Context: an optimization exercise on an open-source flow, tuned for small area. The choices shown serve that exercise and are no tape-out recipe. Only simulation tests tie the RTL to the original design; equivalence was not proved.

## flow/design.v (module list and top-level ports; edited modules follow where they fit)
// module exponent_multiplier: 140 lines
// module rom_e: 1663 lines
module exponent_multiplier (
    i_clk, i_rst_n,
    i_load, i_start, i_select,
    i_A, i_B,
    o_done, led_select, o_P,
    seg_i_A_ten, seg_i_A_unit,
    seg_i_B_ten, seg_i_B_unit,
    seg_o_P_thousand, seg_o_P_hundred, seg_o_P_ten, seg_o_P_unit
);
  // ...
==> flow/flow/run.sh <==
#!/bin/bash
# Standard synthesis, then the combinational logic between the standard
# synthesis's registers is re-mapped by ABC for area (registers, their names
# and cell types are kept), then the standard flow from floorplan to finish.
set -euo pipefail
W=$(pwd)
R=$W/orfs/results/$FLOW_PLATFORM/exponent_multiplier/base
YOSYS=$FLOW_HOME/../tools/install/yosys/bin/yosys
bash standard.sh "$R/1_2_yosys.v" > "$W/1_standard_synth.log" 2>&1
cp "$R/1_2_yosys.v" "$W/1_2_yosys.standard.v"
# ABC runs with different random seeds (four at a time); the smallest is kept
reopt() {
  sed "s/SEED/$1/" "$W/flow/area.abc" > "$W/area$1.abc"
  LIBFILE=$FLOW_HOME/platforms/$FLOW_PLATFORM/lib/sky130_fd_sc_hd__tt_025C_1v80.lib \
  IN_V=$W/1_2_yosys.standard.v OUT_V=$W/1_2_yosys.reopt$1.v \
  ABC_SCRIPT=$W/area$1.abc ABC_CONSTR=$W/flow/abc.constr STAT_OUT=$W/reopt_stat$1.txt \
    "$YOSYS" -c "$W/flow/reopt.tcl" > "$W/2_reopt$1.log" 2>&1
}
SEEDS="0 1 2 3 4 5 6 8"
n=0
for s in $SEEDS; do
  reopt $s &
  n=$((n + 1))
  if (( n % 4 == 0 )); then wait; fi
done
wait
best=$(for s in $SEEDS; do
  a=$(awk '/Chip area/ {print $NF}' "$W/reopt_stat$s.txt" 2>/dev/null || true)
  [[ -n "$a" ]] && echo "$a $s"
done | sort -g | head -1 | awk '{print $2}')
grep -H "Chip area" "$W"/reopt_stat*.txt > "$W/2_reopt_choice.log" || true
echo "kept ABC run $best" >> "$W/2_reopt_choice.log"
cp "$W/1_2_yosys.reopt$best.v" "$R/1_2_yosys.v"
rm -f "$R/1_synth.odb" "$R/1_synth.sdc"
# Port buffers: the smallest buffer. Clock tree: clkbuf_8 buffers, no dummy loads.
bash standard.sh "BUFFER_PORTS_ARGS=-buffer_cell sky130_fd_sc_hd__buf_1" \
  "CTS_ARGS=-sink_clustering_enable -repair_clock_nets -dont_use_dummy_load -buf_list sky130_fd_sc_hd__clkbuf_8 -root_buf sky130_fd_sc_hd__clkbuf_8" \
  finish > "$W/3_standard_finish.log" 2>&1
==> flow/flow/abc.constr <==
set_driving_cell sky130_fd_sc_hd__buf_1
set_load 5
==> flow/flow/area.abc <==
strash; dc2; &get -n; &deepsyn -T 120 -S SEED; &put; dch -f; amap; topo; dnsize
==> flow/flow/reopt.tcl <==
# Re-optimise the combinational logic of the standard synthesis netlist.
# Registers (and tie cells) stay the same instances with the same names.
set lib $::env(LIBFILE)
yosys read_liberty -ignore_miss_func $lib
yosys read_verilog $::env(IN_V)
yosys hierarchy -top exponent_multiplier
yosys select -module exponent_multiplier
yosys select -clear
foreach pat {sky130_fd_sc_hd__df* sky130_fd_sc_hd__edf* sky130_fd_sc_hd__sdf* sky130_fd_sc_hd__conb_1} {
  yosys setattr -mod -set keep_hierarchy 1 $pat
}
yosys flatten
yosys opt_clean -purge
yosys stat
yosys opt -purge
yosys abc -script $::env(ABC_SCRIPT) -liberty $lib -dont_use *probe* -dont_use *lpflow* -dont_use *clkbuf* -dont_use *clkinv* -dont_use *dly* -dont_use *ha_* -dont_use *fa_* -dont_use *fah* -constr $::env(ABC_CONSTR) -D 50000 exponent_multiplier
yosys opt_clean -purge
yosys hilomap -singleton -hicell sky130_fd_sc_hd__conb_1 HI -locell sky130_fd_sc_hd__conb_1 LO exponent_multiplier
yosys splitnets
yosys opt_clean -purge
yosys tee -o $::env(STAT_OUT) stat -liberty $lib exponent_multiplier
yosys select exponent_multiplier
yosys write_verilog -noattr -noexpr -nohex -nodec -selected $::env(OUT_V)
==> flow/standard.sh <==
#!/bin/bash
# synth_recipe.tcl (not shown) runs the flow's synth.tcl, then flattens the netlist and writes it again
# the make line also repeats each setting of config.mk as NAME=value (left out here)
make -C /OpenROAD-flow-scripts/flow DESIGN_CONFIG=/design/flow/config.mk WORK_HOME=/design/flow/orfs CLKGATE_MAP_FILE= SYNTH_SCRIPT=/design/flow/synth_recipe.tcl "${@:-finish}"
==> flow/config.mk <==
export PLATFORM = sky130hd
export DESIGN_NAME = exponent_multiplier
export DESIGN_NICKNAME = exponent_multiplier
export VERILOG_FILES = /design/flow/design.v
export SDC_FILE = /design/flow/constraint.sdc
export NUM_CORES = 4
export LEC_CHECK = 0
export ABC_AREA = 1
export ABC_CLOCK_PERIOD_IN_PS = 50000
export CAP_MARGIN = 20
export CORE_MARGIN = 2
export CORE_UTILIZATION = 30
export GPL_TIMING_DRIVEN = 0
export PLACE_DENSITY = 0.5
export SLEW_MARGIN = 20
==> flow/constraint.sdc <==
create_clock -name core_clock -period 50.0 [get_ports {i_clk}]
set_input_delay 10.0000 -clock core_clock [delete_from_list [all_inputs] [get_ports {i_clk}]]
set_output_delay 10.0000 -clock core_clock [all_outputs]
set_load 0.01 [all_outputs]
==> results.yml, run 1 <==
outcome:
  status: "timing/DRC/antenna clean"
cells_and_area:
  multi_input_area_share: 0.684
  seq_share: 0.112
  final_cell_mix: "nor2_1, inv_1, o21ai_0, buf_1, a21oi_1"
  n_clock_buffer: 5
  multi_input_cells: 874
  regArea_sq_um: 741
  drive_above_1_share: 0.0112
  bufAreaShareNonClock: 0.0595
  reg.largest.list: "dexp (16), cnt (5)"
die:
  initial_utilization: 0.308
worst_setup_path:
  r2r_start: "reg_A[0]$_DFFE_PN0P_"
  critPathLaunch: "reg_A[0]$_DFFE_PN0P_"
  path_max_fanout: 22
placement:
  placed_cell_area_sq_um: 6560
clock_tree:
  cts-root-buf: "clkbuf_8"
  path_clk_slew_ns: 0.07
  ctsHoldBuffers: 0
timing:
  report.final.slew_viol_count: 0
  fin_tns_setup_ns: 0
  finClkSkew_ns: 0.0159
synthesis:
  synthCells: 1053
min_path:
  min-delay-start: "cnt[4]$_SDFFE_PP0P_"
routing:
  wl_met1_um: 17100
  post-route-drc-count: 0
global_route:
  grt_usage: 0.386
==> run 2: changes to the inputs <==
--- a/flow/flow/run.sh
+++ b/flow/flow/run.sh
@@ -33,6 +33,6 @@
 cp "$W/1_2_yosys.reopt$best.v" "$R/1_2_yosys.v"
 rm -f "$R/1_synth.odb" "$R/1_synth.sdc"
-# Port buffers: the smallest buffer. Clock tree: clkbuf_8 buffers, no dummy loads.
+# Port buffers: the smallest buffer. Clock tree: clkbuf_4 buffers, no dummy loads.
 bash standard.sh "BUFFER_PORTS_ARGS=-buffer_cell sky130_fd_sc_hd__buf_1" \
-  "CTS_ARGS=-sink_clustering_enable -repair_clock_nets -dont_use_dummy_load -buf_list sky130_fd_sc_hd__clkbuf_8 -root_buf sky130_fd_sc_hd__clkbuf_8" \
+  "CTS_ARGS=-sink_clustering_enable -repair_clock_nets -dont_use_dummy_load -buf_list sky130_fd_sc_hd__clkbuf_4 -root_buf sky130_fd_sc_hd__clkbuf_4" \
   finish > "$W/3_standard_finish.log" 2>&1
==> run 2 against run 1 <==
  * Global-route usage barely moved
  * Utilization down 0.17 points
  * Clock skew grew 0.010 ns
==> results.yml, run 2 <==
placement:
  post-place-cells: 1414
  gp_routability_congestion: 1.08
  hpwl_um: 31600
  pre_cts_slack_ns: 28.31
  placed_cell_area_sq_um: 6560
  io_buffers: 94
clock_tree:
  cts_max_level: 2
  cts-root-buf: "clkbuf_4"
  clock_sinks: 33
  ctsHoldBuffers: 0
  cts_resized: 0
  cts_buffers: 5
  path_clk_slew_ns: 0.12
  clock_latency_ns: 0.36
  cts_tree: "yes"
  post-cts-setup-buffer-count: 0
  cts_buffer_depth: 2
die:
  core_sq_um: 18900
  ios: 101
  initial_utilization: 0.308
  rows: 50
  die_area_sq_um: 20500
  die_w_um: 143
  die_h_um: 143
min_path:
  holdCritPathClass: "flop to flop"
  hold_path_depth: 1
  min-delay-start: "cnt[4]$_SDFFE_PP0P_"
worst_setup_path:
  critPathLaunch: "reg_A[0]$_DFFE_PN0P_"
  cp.buffers_inverters: 6
  r2r_slack_ns: 34.57
  cp.depth: 35
  crit_family: "compound AO/OA/AOI/OAI gates"
  start_kind: "flop"
  r2r_start: "reg_A[0]$_DFFE_PN0P_"
  path_class: "flop to output pin"
  cp_slowest_cell: "dfrtp_1"
  crit_required_ns: 40.00
  arrival_ns: 13.45
  reg2reg_depth: 46
  crit_top_cell: "nor2_1"
  path_max_fanout: 22
  cp-end-kind: "output pin"
  slowest_delay_ns: 1.04
cells_and_area:
  synthToLayoutAreaGrowth_pct: 13.7
  fin_area_sq_um: 6610
  final_common_cell: "nor2_1"
  fin_cells: 1421
  reg.largest.list: "dexp (16), cnt (5)"
  largest_reg_flops: 16
  top_register: "dexp"
  drive_above_1_share: 0.0112
  nFillCells: 2253
  final_cell_mix: "nor2_1, inv_1, o21ai_0, buf_1, a21oi_1"
  nNetsFinal: 1175
routing:
  drt-total-wl_um: 40900
  dr.pass1.iters: 7
  vias_per_cell: 6.61
  post-route-drc-count: 0
  routed-via-count: 9389
  wl_per_cell_um: 28.8
  drt_iter0_markers: 1495
  drtAntennaViolNets: 0
global_route:
  grt_usage: 0.386
  grt_overflow: 0
  grt_antenna_before_repair: 0
  grt_pass1_vias: 8180
  grt_max_degree: 46
  grt_pass1_wl_um: 56700
timing:
  rsz0062_at_grt: "no"
  worst_pin_slew_ns: 1.28
  finalHoldViolCount: 0
  slew_headroom: 0.127
  fmax_mhz: 42.7
  fin_crit_sh: 0.469
  fin_tns_setup_ns: 0
  finClkSkew_ns: 0.0260
  hold_ws_ns: 0.460
  period_needed_ns: 23.45
  setup_violations: 0
  report.final.slew_viol_count: 0
  finalWorstSetupSlack_ns: 26.55
synthesis:
  synth_area_per_cell_sq_um: 5.52
  ys_warn_count: 1
  synthCells: 1053
  syn_area_sq_um: 5820
outcome:
  status: "timing/DRC/antenna clean"
job:
  drv_cap: 0
run 2: cell types whose count changed in the layout (fill, tap and decap cells not counted):
cell and change:
clkbuf_4 +5, clkbuf_8 -5
run 2: worst register-to-register path, delay by kind of cell (launching register included):
family	cells	cell delay (ns)
AO/OA/AOI/OAI	21	6.75
flip-flops	1	1.04
buffers and inverters	6	2.12
AND/OR/NAND/NOR	19	5.44
run 2: final cells by class:
cell class,count,area (sq um),share of cell area
inverters,150,563,0.0852
clock buffers,5,37.5,0.00568
flip-flops and latches,33,741,0.112
diodes,1,2.50,0.000379
repair buffers,98,395,0.0598
multi-input cells,874,4550,0.688
well taps,260,325,0.0492
run 2: per-layer routing:
layer,part of all wire,global-route usage,vias up
met5,0,0,-
met3,0.14,0.114,173
met1,0.42,0.546,4402
met2,0.39,0.528,789
met4,0.056,0.188,0
li1,-,-,4025
run 2: final timing paths:
kind                                         to
setup / recovery                        o_P[13]
hold / removal              cnt[4]$_SDFFE_PP0P_
setup reg to reg           dexp[6]$_SDFFE_PN0P_
hold reg to reg             cnt[4]$_SDFFE_PP0P_
max in group asynchronous  reg_B[0]$_DFFE_PN0P_
min in group asynchronous  state[0]$_DFFE_PN0P_
run 2: per-stage QoR:
| step | utilization |
|---|---|
| floorplan | - |
| global placement | 0.345 |
| detailed placement | 0.347 |
| CTS | 0.349 |
| global route | 0.350 |
| finish | 0.350 |

-- re-timing with driven ports --
The results above use ideal ports. As a check the final layouts listed here were re-extracted and re-timed, cells and wires unchanged.
Step 1: set_driving_cell puts a clkbuf_16 on i_clk and a buf_2 on each other input, an assumption about the parent block.
Step 2 also shifts input and output timing later by t, the mid clock arrival at the registers, as if the neighbouring blocks saw the same clock.
a / b / c = ideal ports / drivers / drivers and shift; a / b = the first two.
run	t, ns	slack for setup (ns)	worst setup path at the end	clock arrival spread, ns	worst register clock-pin slew, ns
run 1	0.313	26.620 / 26.588 / 26.901	register to output	0.016 / 0.016	0.07 / 0.07
run 2	0.375	26.555 / 26.525 / 26.900	register to output	0.026 / 0.026	0.12 / 0.12
After both steps every run listed still meets setup and hold.
